Source: an optimization exercise on an open RTL-to-GDS flow (aim: small area, a short achievable clock period and few clock cycles per item). Production flows keep margins and buffers that such runs may drop.
Only simulation tests tie the RTL to the original design; equivalence was not proved.

// quantsilicon_top
module quantsilicon_top (
    input  logic                clk,
    input  logic                rst_n,
    input  logic                in_valid,
    output logic                in_ready,
    input  logic signed [31:0]  price,        
    input  logic signed [31:0]  position,     
    input  logic signed [31:0]  beta,         
    output logic                out_valid,
    input  logic                out_ready,
    output logic signed [31:0]  signal_out,   
    output logic                allow_trade,
    output logic                kill_switch
);
    logic v0, v1;           
    logic rv0, rv1;         
    logic mv, sv;           
    logic rdy;              
    logic adv, acc, pop;
    assign adv       = ~sv;
    assign acc       = in_valid & adv;
    assign pop       = mv & out_ready;
    assign in_ready  = rdy;
    assign out_valid = mv;
    logic signed [31:0] prev, ema;
    logic signed [31:0] ret_r;
    always_ff @(posedge clk or negedge rst_n) begin
        if (!rst_n) begin
            prev <= 32'sd0;
            v0   <= 1'b0;
        end else if (adv) begin
            v0 <= in_valid;
            if (in_valid) prev <= price;
        end
    end
    logic signed [31:0] ret_d;
    fast_add #(.W(32), .L(5)) u_ret (.a(price), .b(~prev), .cin(1'b1), .s(ret_d), .co());
    always_ff @(posedge clk) begin
        if (adv) ret_r <= ret_d;
    end
    logic signed [31:0] ema_next, ret2_r;
    feature_engine u_feature (
  ...
export LEC_CHECK = 0
export CAP_MARGIN = 20
export CORE_MARGIN = 2
export CORE_UTILIZATION = 70
export CTS_CLUSTER_DIAMETER = 60
export CTS_CLUSTER_SIZE = 25
export SLEW_MARGIN = 20
export SYNTH_HIERARCHICAL = 1
export SYNTH_MINIMUM_KEEP_SIZE = 0
create_clock -name core_clock -period 12.5 [get_ports {clk}]
standard.sh (not shown) runs the stock make flow with config.mk's settings and CLKGATE_MAP_FILE= SYNTH_SCRIPT=/design/flow/synth_recipe.tcl, a recipe that flattens the netlist after the stock synthesis.
==> flow/flow/run.sh <==
#!/bin/bash
# Layout flow: the standard synthesis, then every cell set to its smallest
# drive strength, then the standard ORFS layout with timing repair aiming
# SETUP_SLACK_MARGIN ns below the clock period (cells on critical paths get
# upsized again) and buf_2 port buffers. Each tool's output goes to a log file
# of its own here.
set -euo pipefail
MARGIN=${MARGIN:-8.5}
bash standard.sh synth > synth.log 2>&1
R=$PWD/orfs/results/$FLOW_PLATFORM/quantsilicon_top/base
DS_IN=$R/1_synth.odb DS_OUT=$R/1_synth.odb \
  openroad -no_init -exit flow/downsize.tcl > downsize.log 2>&1
bash standard.sh SETUP_SLACK_MARGIN=$MARGIN \
  "BUFFER_PORTS_ARGS=-buffer_cell sky130_fd_sc_hd__buf_2" finish > layout.log 2>&1
==> flow/flow/downsize.tcl <==
# Set every cell of the synthesized netlist to the smallest drive strength of
# its type (same function and pins); the timing repair that follows upsizes
# the cells on critical paths again.
set db [ord::get_db]

read_db $::env(DS_IN)
set block [ord::get_db_block]

set n 0
foreach inst [$block getInsts] {
  set m [$inst getMaster]
  set name [$m getName]
  if {![regexp {^(sky130_fd_sc_hd__[a-z0-9]+)_([0-9]+)$} $name -> base drv]} { continue }
  if {[string match "*lpflow*" $name] || [string match "*probe*" $name]} { continue }
  set best $m
  set best_area [expr {[$m getWidth] * [$m getHeight]}]
  foreach d {0 1 2} {
    set cand ${base}_$d
    if {$cand eq $name} { continue }
    set cm [$db findMaster $cand]
    if {$cm eq "NULL"} { continue }
    set a [expr {[$cm getWidth] * [$cm getHeight]}]
    if {$a < $best_area} { set best $cm; set best_area $a }
  }
  if {$best ne $m} { $inst swapMaster $best; incr n }
}
puts "downsize: swapped $n instances"
write_db $::env(DS_OUT)
The starting point finished clean.
Testbench counts at the start, summed over its fixed seeds: cycles 24,024, items 24,000.
Edit:
--- a/flow/flow/run.sh
+++ b/flow/flow/run.sh
@@ -6,5 +6,5 @@
 # of its own here.
 set -euo pipefail
-MARGIN=${MARGIN:-8.5}
+MARGIN=${MARGIN:-8.4}
 bash standard.sh synth > synth.log 2>&1
 R=$PWD/orfs/results/$FLOW_PLATFORM/quantsilicon_top/base
- CORE_UTILIZATION: 70 -> 55
Result: The changed run completed with no timing, DRC or antenna violations. Non-clock buffer count fell by 10. Global-route usage is lower by 6.2 points. Clock skew falls by 0.0083 ns. Fmax is higher by 0.71%.
Edit:
--- a/flow/flow/run.sh
+++ b/flow/flow/run.sh
@@ -6,5 +6,5 @@
 # of its own here.
 set -euo pipefail
-MARGIN=${MARGIN:-8.4}
+MARGIN=${MARGIN:-8.6}
 bash standard.sh synth > synth.log 2>&1
 R=$PWD/orfs/results/$FLOW_PLATFORM/quantsilicon_top/base
- CORE_UTILIZATION: 55 -> 65
Effect:
- area after synthesis does not change
- global-route usage increases by 4.7 points
- cell area increases by 1.1%
- synthesized cell count does not change
Edit:
- CORE_UTILIZATION: 65 -> 55
First-iteration DRC count drops by 6.3%.
Wire length rose by 4.1%.
Hold slack barely changes.

## port drivers added, routing unchanged
The results above use ideal ports. As a check the final layouts listed here were re-extracted and re-timed, cells and wires unchanged. Step 1 assumes that a clkbuf_16 drives the clock port and a buf_2 every other input. Step 2 also shifts input and output timing later by t, the mid clock arrival at the registers, as if the neighbouring blocks saw the same clock. Three values: ideal, step 1, step 2; two values: the first two.
run | shift t [ns] | setup slack, ns | hold slack, ns | worst setup path at the end | slew at the worst register clock pin (ns)
the first run | 0.657 | 8.402 / 8.402 / 7.817 | 0.356 / 0.356 / 0.356 | input to register | 0.09 / 0.09
the second run | 0.649 | 8.431 / 8.431 / 7.829 | 0.359 / 0.359 / 0.359 | input to register | 0.08 / 0.08
the third run | 0.644 | 8.540 / 8.540 / 7.951 | 0.361 / 0.361 / 0.361 | input to register | 0.08 / 0.08
the fourth run | 0.649 | 8.576 / 8.576 / 7.986 | 0.358 / 0.358 / 0.358 | input to register | 0.09 / 0.09
After both steps setup and hold are still met in every run listed. The setup slack of the second run, which loses most, moves by 0.000 ns with the drivers and by -0.602 ns with both steps.
